From an optimization exercise on the open Yosys and OpenROAD flow, aimed at small area, a short achievable clock period and few clock cycles; shortcuts taken in it are not production practice. RTL that was checked went through simulation tests only; none was proved equivalent to the original. Power figures rest on the tool's default switching activity, not on a simulated workload.

## xenon
Design demosaic, start of the top module:
module demosaic(clk, reset, in_en, data_in, wr_r, addr_r, wdata_r, rdata_r, wr_g, addr_g, wdata_g, rdata_g, wr_b, addr_b, wdata_b, rdata_b, done);
For scale: roughly 10000 um2 of cells after synthesis.
clock: 5.5 ns
lec_check: 0
abc_clock_period_in_ps: 3500
cap_margin: 20
core_margin: 2
core_utilization: 40
cts_buf_list: sky130_fd_sc_hd__clkbuf_8
setup_slack_margin: 3
slew_margin: 20
standard.sh (not shown) runs the stock make flow with config.mk's settings and CLKGATE_MAP_FILE= SYNTH_SCRIPT=/design/flow/synth_recipe.tcl, a recipe that flattens the netlist after the stock synthesis.
==> flow/flow/run.sh <==
#!/bin/bash
# Standard layout, but with small port buffers instead of the delay-cell
# default that buffer_ports picks.
cp standard.sh standard_sh_copy.log
export BUFFER_PORTS_ARGS="-buffer_cell sky130_fd_sc_hd__buf_1"
bash standard.sh > standard.log 2>&1
xenon reached the final stage; the timing, DRC and antenna checks on its layout passed.
Testbench counts of xenon, summed over its fixed seeds: cycles 457,744.
#### Input delta (indigo over xenon)
Settings: ABC_CLOCK_PERIOD_IN_PS changed from 3500 to 2500; CORE_UTILIZATION changed from 40 to 60.
--- outcome ---
- Any difference in combinational group share of total power between indigo and xenon is small enough to ignore.
- Summary of indigo over xenon: fmax now smaller; worst voltage drop across the vdd grid now larger; sequential share of layout area now larger; headroom to the max-slew limit now smaller.
- Relative to xenon, clock transition at the register clock pins on the worst setup and hold paths after CTS has decreased by 20 ps in indigo.
- Taking xenon as the reference, in indigo number of antenna violations at the first check in global routing shrank by 1, clock latency of the later-clocked register in the worst-skew pair held steady.
Setup changes, indigo to willow
Settings: changing CORE_UTILIZATION from 60 to 40.
[summary]
- willow finished all stages; the layout is clean.
- Of willow and indigo, it is willow that has the higher number of global-route vias before repair.
- Compared with indigo, in willow maximum operating frequency now sits higher; wire length the detailed router placed on met1 now sits higher.
- Going from indigo to willow, worst hold slack shrinks by 12 ps.
- For indigo, the classification of the worst setup path was flop to flop, unlike willow, where it was input pin to flop.
- More vias were needed by indigo than by willow.
- Setup slack at placement sits higher in willow than in indigo.
- indigo has a lower final wirelength than willow.
- Looking at willow and indigo, the area occupied by multi-input gates is a wash.
- Of willow and indigo, the run reporting the lower die area was indigo.
- Going from indigo to willow, number of well-tap cells placed grew by more than a quarter.
The following lists how ember was set up differently from willow:
Settings: changing CORE_UTILIZATION from 40 to 50; removing ABC_CLOCK_PERIOD_IN_PS (formerly 2500).
willow and ember ended up with roughly the same layout cell share with drive strength beyond 1.
[ember vs willow] cell area: lower in ember
Re overall global routing resource usage: willow was lower than ember.
Of the two values seen for most utilized layer in the global route result, met1 was produced by ember and met2 by willow.
ember vs willow on fraction of area in registers: ember is the higher one.
Changes in onyx relative to ember:
Settings: changing CORE_UTILIZATION from 50 to 40; setting ABC_CLOCK_PERIOD_IN_PS to 2500 for the first time; setting CTS_CLUSTER_SIZE to 30 for the first time; setting CTS_CLUSTER_DIAMETER to 150 for the first time.
Findings:
onyx ended up with a higher relative area change from synthesis to final layout than ember did. Compared with ember, onyx shows a higher floorplan die width. Net count of the finished layout, ember and onyx: larger value in onyx. onyx vs ember, sequential share of layout area went down by 0.49 points. On internal power, ember tracks onyx almost exactly. [onyx] site row count rose about 12% relative to ember. Comparing ember with onyx, the final period utilization came out essentially unchanged.
What lagoon does differently from onyx at the input level:
Settings: ABC_CLOCK_PERIOD_IN_PS removed (was 2500); CTS_BUF_LIST changed from sky130_fd_sc_hd__clkbuf_8 to sky130_fd_sc_hd__clkbuf_8 sky130_fd_sc_hd__clkbuf_16; CTS_CLUSTER_DIAMETER removed (was 150); CORE_UTILIZATION changed from 40 to 50; CTS_CLUSTER_SIZE removed (was 30).
Results
- For onyx, the end of the critical path was vm[8], unlike lagoon, where it was p2[7].
- Diff onyx..lagoon | synthesized netlist net count | negligible
- Delta (lagoon minus onyx): total cell area at the placement stage saw a decrease; via count shrank by 0.74%.

========
Another version of the RTL of demosaic (not shown whole).
Size: about 960 cells after synthesis, roughly 190 flip-flops.
Settings: LEC_CHECK=0, CAP_MARGIN=20, CORE_MARGIN=2, CORE_UTILIZATION=40, CTS_BUF_LIST=sky130_fd_sc_hd__clkbuf_8, SETUP_SLACK_MARGIN=3.1, SLEW_MARGIN=20; clock period 5.5 ns.
Scripts as last shown in full above: flow/flow/run.sh
Edit:
CORE_UTILIZATION = 50   (was 40)
SETUP_SLACK_MARGIN = 3.2   (was 3.1)
=> The new run produced a clean layout; power falls by about 3.5%; sequential share of layout area shrinks by 0.21 points; via count is about the same.
Edit:
CORE_UTILIZATION = 40   (was 50)
SETUP_SLACK_MARGIN = 3   (was 3.2)
Core utilization came out lower by 14 points.
Via count goes down by 2.0%.
Global-route usage fell by 4.1 points.
Design area falls by 4.0%.
Sequential power hardly moves.
Edit:
SETUP_SLACK_MARGIN = 3.4   (was 3)
Result: Clock skew grows by 11 ps. Design area rises by about a fifth. Total power is higher by a few percent. Clock power goes down by a little under a tenth. Global-route usage climbs by 1.3 points. Die area stays the same. Synthesized cell count is unchanged. Register-to-register slack is better by 160 ps. Core utilization grows by 6.8 points.
Edit:
SETUP_SLACK_MARGIN = 3.2   (was 3.4)
Outcome:
- final cell count falls by 3.7%
- global-route usage falls by 0.71 points
- area after synthesis stays the same
- worst setup slack degrades by 60 ps
- utilization falls by 4.2 points
- clock power rises by 6.6%
Function was not checked in any run of this note: the RTL went through the layout flow alone.

========
Setup of quartz:
The RTL this note starts from:
==> flow/design.v <==
module demosaic(clk, reset, in_en, data_in, wr_r, addr_r, wdata_r, rdata_r, wr_g, addr_g, wdata_g, rdata_g, wr_b, addr_b, wdata_b, rdata_b, done);
input clk;
input reset;
input in_en;
input [7:0] data_in;
output reg wr_r;
output reg [13:0] addr_r;
output reg [7:0] wdata_r;
input [7:0] rdata_r;
output reg wr_g;
output reg [13:0] addr_g;
output reg [7:0] wdata_g;
input [7:0] rdata_g;
output reg wr_b;
output reg [13:0] addr_b;
output reg [7:0] wdata_b;
input [7:0] rdata_b;
output reg done;
localparam M_STREAM = 2'd0, M_LAST = 2'd1, M_POST = 2'd2;
reg [1:0] mode;
reg [13:0] pos;
reg pre;          
reg last;         
reg q0, q1, q2;   
reg [7:0] mo_p, mo_q, uo;    
reg [8:0] vr;                
reg [9:0] vm;                
reg [7:0] to_q, me_b;        
reg [8:0] p1, p2;            
reg [7:0] te;                
reg [8:0] w_a, w_b;          
wire [6:0] x = pos[13:7];
wire [6:0] y = pos[6:0];
wire is_r = ~x[0] &  y[0];
wire is_b =  x[0] & ~y[0];
wire is_g = ~(is_r | is_b);
wire [6:0] ym2 = y - 7'd2;
wire [6:0] xb  = x[0] ? x - 7'd2 : x + 7'd2;
wire [13:0] s_addr_r = {is_g ? xb : x, is_r ? y : ym2};
wire [13:0] s_addr_g = {is_b ? xb : x, is_g ? y : ym2};
wire [13:0] s_addr_b = {is_r ? xb : x, is_b ? y : ym2};
wire post = (mode == M_POST) & ~done;
wire [5:0] s  = pos[13:8];
wire [5:0] c6 = pos[5:0];
wire [5:0] sm = s + 6'd1;      
wire [5:0] smp1 = s + 6'd2;
wire [5:0] c6p1 = c6 + 6'd1;
wire [5:0] c6p2 = c6 + 6'd2;
wire fin = q1 & last & (s == 6'd62);
wire [8:0] rl = mo_p + mo_q;
wire [9:0] rd = vm + rdata_b;
wire [7:0] sum_r = q0 ? rl[8:1] : q1 ? vr[8:1] : rd[9:2];
wire [9:0] tg = p1 + p2;
wire [7:0] sum_g = tg[9:2];
wire [8:0] bl = te + rdata_r;
wire [9:0] bd = w_a + w_b;
wire [7:0] sum_b = q0 ? bl[8:1] : q1 ? bd[9:2] : w_b[8:1];
always @(posedge clk or posedge reset) begin
    if (reset) begin
        mode <= M_STREAM;
        done <= 1'b0;
    end else begin
        case (mode)
            M_STREAM: if (in_en && (&pos)) mode <= M_LAST;
            M_LAST:   mode <= M_POST;
            default:  if (post && fin) done <= 1'b1;
        endcase
    end
end
always @(posedge clk) begin
    if (reset) begin
        pos <= 14'd0;
        wr_r <= 1'b0; wr_g <= 1'b0; wr_b <= 1'b0;
    end else if (mode == M_STREAM) begin
        wr_r <= in_en; wr_g <= in_en; wr_b <= in_en;
        if (in_en) pos <= pos + 14'd1;
    end else if (mode == M_LAST) begin
        wr_r <= 1'b0; wr_g <= 1'b0; wr_b <= 1'b0;
        pos <= {6'd63, 2'd0, 6'd63};
        pre <= 1'b0; last <= 1'b1;
        q0 <= 1'b0; q1 <= 1'b1; q2 <= 1'b0;
    end else if (post) begin
        q0 <= q2 | (q1 & last);
        q1 <= q0;
        q2 <= q1 & ~last;
        if (q1 & last) begin
            pos[13:8] <= sm; pre <= 1'b1; last <= 1'b0;
        end
        if (q2) begin
            pre <= 1'b0; pos[5:0] <= c6p1; last <= (c6 == 6'd62);
        end
        wr_r <= (q0 & ~pre) | (q1 & ~last & ~pre) | q2;
        wr_g <= (q0 & ~pre & ~last) | q2;
        wr_b <= (q0 & ~pre & ~last) | (q1 & ~last & ~pre) | q2;
    end else begin
        wr_r <= 1'b0; wr_g <= 1'b0; wr_b <= 1'b0;
    end
end
always @(posedge clk) begin
    if (q0) te <= rdata_r;
    if (q1) begin
        mo_p <= mo_q; mo_q <= rdata_g;
        to_q <= rdata_b;
    end
    if (q2) uo <= rdata_b;
    if (q2 | (q1 & last)) me_b <= rdata_g;
end
always @(posedge clk) begin
    w_b <= q0 ? rdata_r + rdata_g : w_b;
    w_a <= w_b;                         
    vr  <= uo + mo_q;                   
    vm  <= vr + rdata_g;                
    p1  <= me_b + to_q;                 
    p2  <= rdata_r + (q1 ? rdata_b : rdata_g);
end
always @(posedge clk) begin
    if (mode == M_STREAM) begin
        addr_r <= s_addr_r; addr_g <= s_addr_g; addr_b <= s_addr_b;
        wdata_r <= data_in; wdata_g <= data_in; wdata_b <= data_in;
    end else begin
        if (q0 | mode[0]) begin
            addr_r <= {sm, 1'b0, c6, 1'b0};
            addr_g <= mode[0] ? {7'd2, 7'd0} : last ? {smp1, 8'd0} : {sm, 1'b0, c6, 1'b1};
            addr_b <= {s, 1'b1, c6, 1'b1};
        end else if (q1 & ~last) begin
            addr_r <= {s, 1'b1, c6, 1'b1};
            addr_g <= {sm, 1'b0, c6p2, 1'b0};
            addr_b <= {sm, 1'b0, c6, 1'b1};
        end else begin
            addr_r <= {q2 ? s : sm, 1'b1, q2 ? c6p1 : c6, 1'b0};
            addr_g <= {q2 ? s : sm, 1'b1, q2 ? c6p1 : c6, 1'b0};
            addr_b <= {sm, 1'b0, c6p1, 1'b0};
        end
        wdata_r <= sum_r; wdata_g <= sum_g; wdata_b <= sum_b;
    end
end
endmodule
Settings: LEC_CHECK=0, ABC_CLOCK_PERIOD_IN_PS=2500, CAP_MARGIN=20, CORE_MARGIN=2, CORE_UTILIZATION=40, CTS_BUF_LIST=sky130_fd_sc_hd__clkbuf_8, SETUP_SLACK_MARGIN=3, SLEW_MARGIN=20; clock period 5.5 ns.
Scripts as last shown in full above: flow/flow/run.sh
Testbench counts of quartz, summed over its fixed seeds: cycles 457,760.
What violet does differently from quartz at the input level:
- CORE_UTILIZATION changed from 40 to 55
==> comparison <==
Between quartz and violet, the flow reports non-clock buffer instance count of the final layout decreasing by a little under 10%.
Looking at least setup slack across all paths after layout, violet sits below quartz.
Final cycle utilization of the critical path (higher): violet
Against quartz, violet comes in 15 points higher on effective utilization at floorplan.
Higher wire length of the first global-routing pass goes to quartz over violet.
Relative to quartz, violet improves total via count after detailed routing.
Compared with quartz, in violet floorplan die area lower, worst setup slack before clock tree synthesis lower, power lower.
The following lists how raven was set up differently from violet:
- CORE_UTILIZATION now 40, was 55
- CTS_BUF_LIST no longer set, was sky130_fd_sc_hd__clkbuf_8
## What came out
Per the comparison of raven with violet, global-route wire length before repair climbed 630 um, via count climbed about 1.4%, final setup slack of the worst path climbed 7.5 ps, worst hold slack barely changed, combined global-route utilization of all metal layers dropped 6.7 points.
Compared to violet, raven has total wirelength of the detailed-routed design 4.3% higher.
Sort raven and violet by insertion delay of the later-clocked pin in the worst-skew pair, ascending, and raven comes first.

## afterwards: timing with drivers on the ports
In the flow no input, the clock included, has a driving cell. The finished layouts below were timed again as built, in two steps. Step 1, drivers: a clkbuf_16 drives clk and a buf_2 each remaining input, both assumed. Step 2 also shifts input and output timing later by t, the mid clock arrival at the registers, as if the neighbouring blocks saw the same clock. a / b / c = no drivers / after step 1 / after step 2; a / b = the first two.
| run | t (ns) | setup WS [ns] | worst setup path after step 2 |
|---|---|---|---|
| xenon | 0.520 | 3.031 / 3.045 / 2.525 | input to register |
| indigo | 0.516 | 3.018 / 3.018 / 2.524 | input to register |
| willow | 0.520 | 3.031 / 3.045 / 2.525 | input to register |
| ember | 0.519 | 3.031 / 3.052 / 2.533 | input to register |
| onyx | 0.520 | 3.031 / 3.045 / 2.525 | input to register |
| lagoon | 0.473 | 2.986 / 2.977 / 2.504 | input to register |
| the first run of note 2 | 0.510 | 3.058 / 3.046 / 2.536 | input to register |
| the second run of note 2 | 0.499 | 3.077 / 3.068 / 2.569 | input to register |
| the third run of note 2 | 0.492 | 3.039 / 3.056 / 2.564 | input to register |
| the fourth run of note 2 | 0.504 | 3.160 / 3.153 / 2.648 | input to register |
| the fifth run of note 2 | 0.506 | 3.100 / 3.107 / 2.601 | input to register |
| quartz | 0.509 | 3.055 / 3.062 / 2.562 | input to register |
| violet | 0.514 | 3.036 / 3.056 / 2.542 | input to register |
| raven | 0.482 | 3.044 / 3.043 / 2.561 | input to register |
After both steps every run listed still meets setup and hold. For the first run of note 2, which loses most, drivers alone change the setup slack by -0.012 ns; drivers and shift together by -0.522 ns.
